From an optimization exercise on the open Yosys and OpenROAD flow, aimed at small area; shortcuts taken in it are not production practice. Function was checked by simulation only, so behaviour that the tests miss may differ from the original. Power figures rest on the tool's default switching activity, not on a simulated workload.

==> module L1_L2_Cache_System, before the edit <==
module L1_L2_Cache_System (
  input clk, reset,
  input cpu_req, cpu_write,
  input [31:0] cpu_addr,
  input [31:0] cpu_write_data,
  output reg [31:0] cpu_read_data,
  output reg L1_hit, L1_miss,
  output reg L2_hit, L2_miss,
  output reg [31:0] L1_hit_count,
  output reg [31:0] L1_miss_count,
  output reg [31:0] L2_hit_count,
  output reg [31:0] L2_miss_count,
  output reg mem_req_to_main,
  output reg mem_write_to_main,
  output reg [31:0] mem_addr_to_main,
  output reg [31:0] mem_write_data_to_main,
  input [31:0] mem_read_data_from_main
);
  function [31:0] count_up(input [31:0] c, input en);
    reg [31:0] t;
    integer b;
    begin
      t[0] = 1'b1;
      for (b = 1; b < 32; b = b + 1)
        t[b] = t[b-1] & c[b-1];
      count_up = c ^ (t & {32{en}});
    end
  endfunction
  reg [26*64-1:0] l2_tag;    
  reg [32*64-1:0] l2_data;   
  reg [3*16-1:0]  l2_st;     
  reg [2*16-1:0]  l1_way;    
  reg [32*16-1:0] l1_data;
  reg [31:0]      l2_rd;     
  reg        p_req, p_write, p_hit;
  reg [1:0]  p_way;
  reg [31:0] p_addr, p_wdata;
  wire [3:0]  c_idx = cpu_addr[5:2];
  wire [25:0] c_tag = cpu_addr[31:6];
  wire [3:0]  p_idx = p_addr[5:2];
  wire [25:0] p_tag = p_addr[31:6];
  wire [15:0] c_sel = 16'd1 << c_idx;
  wire [15:0] p_sel = 16'd1 << p_idx;
  wire [3:0]  pw_sel = 4'd1 << p_way;
  wire [2:0] c_st = l2_st[c_idx*3 +: 3];
  wire [2:0] p_st = l2_st[p_idx*3 +: 3];
  wire [3:0] c_valid = {c_st[2],
                        c_st[2] | (c_st[1:0] == 2'd3),
                        c_st[2] | c_st[1],
                        c_st[2] | (c_st[1:0] != 2'd0)};
  wire [3:0] cmp;
  genvar w;
  generate
    for (w = 0; w < 4; w = w + 1) begin : g_cmp
      reg [25:0] t;
      integer k;
      always @* begin
        t = 26'd0;
        for (k = 0; k < 16; k = k + 1)
          t = t | (l2_tag[(k*4+w)*26 +: 26] & {26{c_sel[k]}});
      end
      assign cmp[w] = c_valid[w] && (t == c_tag);
    end
  endgenerate
  wire       p_miss = p_req & ~p_hit;
  wire       p_at   = p_req && (p_idx == c_idx);
  wire       same   = p_at && (p_tag == c_tag);
  wire [1:0] victim = p_st[1:0];
  wire       alloc_here = p_miss && (p_idx == c_idx);
  wire [3:0] kill   = alloc_here ? (4'b0001 << victim) : 4'b0000;
  wire [3:0] hitv   = cmp & ~kill;
  wire       new_hit = same & p_miss;
  wire       l2e_hit = new_hit | (|hitv);
  wire [1:0] l2e_way = new_hit ? victim : {hitv[3] | hitv[2], hitv[3] | hitv[1]};
  wire [1:0] c_l1way = l1_way[c_idx*2 +: 2];
  wire       l1hit   = p_at ? same : |(cmp & (4'd1 << c_l1way));
  wire       issue   = cpu_req & (cpu_write | ~l1hit);
  reg [31:0] l1_rdata;
  integer k1;
  always @* begin
    l1_rdata = 32'd0;
    for (k1 = 0; k1 < 16; k1 = k1 + 1)
      l1_rdata = l1_rdata | (l1_data[k1*32 +: 32] & {32{c_sel[k1]}});
  end
  always @(posedge clk or posedge reset) begin
    if (reset) begin
      L1_hit <= 1'b0;
      L1_miss <= 1'b0;
      L1_hit_count <= 32'd0;
      L1_miss_count <= 32'd0;
      cpu_read_data <= 32'd0;
      p_req <= 1'b0;
      p_write <= 1'b0;
    end else begin
      L1_hit <= cpu_req & l1hit;
      L1_miss <= cpu_req & ~l1hit;
      L1_hit_count <= count_up(L1_hit_count, cpu_req & l1hit);
      L1_miss_count <= count_up(L1_miss_count, cpu_req & ~l1hit);
      if (cpu_req & ~cpu_write)
        cpu_read_data <= l1hit ? l1_rdata : l2_rd;
      p_req <= issue;
      p_write <= cpu_req & cpu_write;
    end
  end
  always @(posedge clk) begin
    if (issue) begin
      p_addr <= {cpu_addr[31:2], l1hit ? cpu_addr[1:0] : 2'b00};
      p_hit <= l2e_hit;
      p_way <= l2e_way;
    end
    if (cpu_req & cpu_write)
      p_wdata <= cpu_write_data;
  end
  genvar i;
  generate
    for (i = 0; i < 16; i = i + 1) begin : g_l1
      always @(posedge clk)
        if (issue && c_idx == i)
          l1_data[i*32 +: 32] <= cpu_write ? cpu_write_data : l2_rd;
    end
  endgenerate
  wire [1:0] u = p_hit ? p_way : victim;
  wire       l2_issue = p_req & (p_write | ~p_hit);
  wire [31:0] l2_wdata = p_write ? p_wdata : mem_read_data_from_main;
  reg [31:0] l2_rdata;
  integer k2;
  always @* begin
    l2_rdata = 32'd0;
    for (k2 = 0; k2 < 64; k2 = k2 + 1)
      l2_rdata = l2_rdata | (l2_data[k2*32 +: 32] & {32{p_sel[k2/4] & pw_sel[k2%4]}});
  end
  always @(posedge clk or posedge reset) begin
    if (reset) begin
      L2_hit <= 1'b0;
      L2_miss <= 1'b0;
      L2_hit_count <= 32'd0;
      L2_miss_count <= 32'd0;
      mem_req_to_main <= 1'b0;
      mem_write_to_main <= 1'b0;
      mem_addr_to_main <= 32'd0;
      mem_write_data_to_main <= 32'd0;
      l2_rd <= 32'd0;
    end else begin
      L2_hit <= p_req & p_hit;
      L2_miss <= p_miss;
      L2_hit_count <= count_up(L2_hit_count, p_req & p_hit);
      L2_miss_count <= count_up(L2_miss_count, p_miss);
      mem_req_to_main <= l2_issue;
      mem_write_to_main <= p_write;
      if (l2_issue)
        mem_addr_to_main <= p_addr;
      if (p_write)
        mem_write_data_to_main <= p_wdata;
      if (p_req & ~p_write)
        l2_rd <= p_hit ? l2_rdata : mem_read_data_from_main;
    end
  end
  genvar s;
  generate
    for (s = 0; s < 16; s = s + 1) begin : g_set
      always @(posedge clk or posedge reset) begin
        if (reset)
          l2_st[s*3 +: 3] <= 3'd0;
        else if (p_miss && p_idx == s)
          l2_st[s*3 +: 3] <= {l2_st[s*3+2] | (l2_st[s*3 +: 2] == 2'd3), l2_st[s*3 +: 2] + 2'd1};
      end
      always @(posedge clk)
        if (p_req && p_idx == s)
          l1_way[s*2 +: 2] <= u;
      for (w = 0; w < 4; w = w + 1) begin : g_way
        always @(posedge clk)
          if (l2_issue && p_idx == s && u == w) begin
            l2_tag[(s*4+w)*26 +: 26] <= p_tag;
            l2_data[(s*4+w)*32 +: 32] <= l2_wdata;
          end
      end
    end
  endgenerate
endmodule
export LEC_CHECK = 0
export CAP_MARGIN = 20
export CORE_MARGIN = 2
export CORE_UTILIZATION = 62
export CTS_BUF_LIST = sky130_fd_sc_hd__clkbuf_16
export CTS_CLUSTER_DIAMETER = 100
export CTS_CLUSTER_SIZE = 30
export PLACE_DENSITY = 0.72
export SLEW_MARGIN = 20
create_clock -name core_clock -period 12.0 [get_ports {clk}]
standard.sh (not shown) runs the stock make flow with config.mk's settings and CLKGATE_MAP_FILE= SYNTH_SCRIPT=/design/flow/synth_recipe.tcl, a recipe that flattens the netlist after the stock synthesis.
==> flow/flow/run.sh <==
#!/bin/bash
# Own layout flow: the standard flow (standard.sh, all steps) with two changes:
#  - Yosys's ABC technology mapping uses an area-oriented script (flow/abc_area.script, delay
#    relaxed) in place of ORFS's abc_speed.script; the rest of synthesis, and so every register's
#    name and cell type, is unchanged.
#  - the port buffers inserted by buffer_ports are sky130_fd_sc_hd__buf_1.
# Each tool's output is in ORFS's own logs (orfs/logs/...); make's output is in flow_make.log.
set -euo pipefail
W=$PWD
rm -rf "$W/scripts_own"
cp -r "$FLOW_HOME/scripts" "$W/scripts_own"
cp "$W/flow/abc_area.script" "$W/scripts_own/abc_speed.script"
export SCRIPTS_DIR="$W/scripts_own"
export BUFFER_PORTS_ARGS="-buffer_cell sky130_fd_sc_hd__buf_1"
bash "$W/standard.sh" > "$W/flow_make.log" 2>&1
==> flow/flow/abc_area.script <==
&get -n
&st
&dch -f
&nf -a -R 1000
&st
&dch -f
&nf -a -R 1000
&st
&dch -f
&nf -a -R 1000
&put
topo
Next try:
--- a/flow/design.v
+++ b/flow/design.v
@@ -107,13 +107,16 @@
     if (issue) begin
       p_addr <= {cpu_addr[31:2], l1hit ? cpu_addr[1:0] : 2'b00};
       p_hit <= l2e_hit;
       p_way <= l2e_way;
     end
-    if (cpu_req & cpu_write)
+  end
+  always @(posedge clk or posedge reset)
+    if (reset)
+      p_wdata <= 32'd0;
+    else if (cpu_req & cpu_write)
       p_wdata <= cpu_write_data;
-  end
   genvar i;
   generate
     for (i = 0; i < 16; i = i + 1) begin : g_l1
       always @(posedge clk)
         if (issue && c_idx == i)
@@ -148,24 +151,24 @@
       L2_miss_count <= count_up(L2_miss_count, p_miss);
       mem_req_to_main <= l2_issue;
       mem_write_to_main <= p_write;
       if (l2_issue)
         mem_addr_to_main <= p_addr;
-      if (p_write)
-        mem_write_data_to_main <= p_wdata;
+      mem_write_data_to_main <= p_wdata;
       if (p_req & ~p_write)
         l2_rd <= p_hit ? l2_rdata : mem_read_data_from_main;
     end
   end
   genvar s;
   generate
     for (s = 0; s < 16; s = s + 1) begin : g_set
       always @(posedge clk or posedge reset) begin
         if (reset)
           l2_st[s*3 +: 3] <= 3'd0;
-        else if (p_miss && p_idx == s)
-          l2_st[s*3 +: 3] <= {l2_st[s*3+2] | (l2_st[s*3 +: 2] == 2'd3), l2_st[s*3 +: 2] + 2'd1};
+        else
+          l2_st[s*3 +: 3] <= l2_st[s*3 +: 3] ^ ({~l2_st[s*3+2] & l2_st[s*3+1] & l2_st[s*3], l2_st[s*3], 1'b1}
+                                               & {3{p_miss & p_sel[s]}});
       end
       always @(posedge clk)
         if (p_req && p_idx == s)
           l1_way[s*2 +: 2] <= u;
       for (w = 0; w < 4; w = w + 1) begin : g_way
Clock power came out higher slightly. Utilization drops by 0.30 points. Global-route usage is higher by 0.37 points. Total power hardly moves. Cell count came out lower slightly. Maximum frequency climbs by roughly a tenth. Via count falls slightly. Worst hold slack loses 0.0096 ns. Cell area is lower slightly. Setup slack is better by 0.88 ns. Register-to-register slack gains 1.1 ns. Sequential power barely changes. Routed wire length went up slightly.

-- separate check: timing with driven ports --
The results above use ideal ports. As a check the final layouts listed here were re-extracted and re-timed, cells and wires unchanged. Step 1 (the two cells are an assumption about what drives the block):
set clk [get_ports {clk}]
set_driving_cell -lib_cell sky130_fd_sc_hd__clkbuf_16 $clk
set_driving_cell -lib_cell sky130_fd_sc_hd__buf_2 [delete_from_list [all_inputs] $clk]
Step 2 moves the port delays by t, midway between the first and last clock arrival at a register: inputs arrive t later, outputs are due t later. That takes back most of the time a late clock gives input paths. Three values: ideal ports, drivers, drivers and shift; two values: the first two.
run	shift t [ns]	setup slack, ns	worst slew at a driven data input, ns
the first run	1.022	2.004 / 1.980 / 0.958	0.32
the second run	1.048	2.881 / 2.871 / 1.823	0.32
After both steps every run listed still meets setup and hold. For the second run, which loses most, drivers alone change the setup slack by -0.010 ns; drivers and shift together by -1.058 ns.
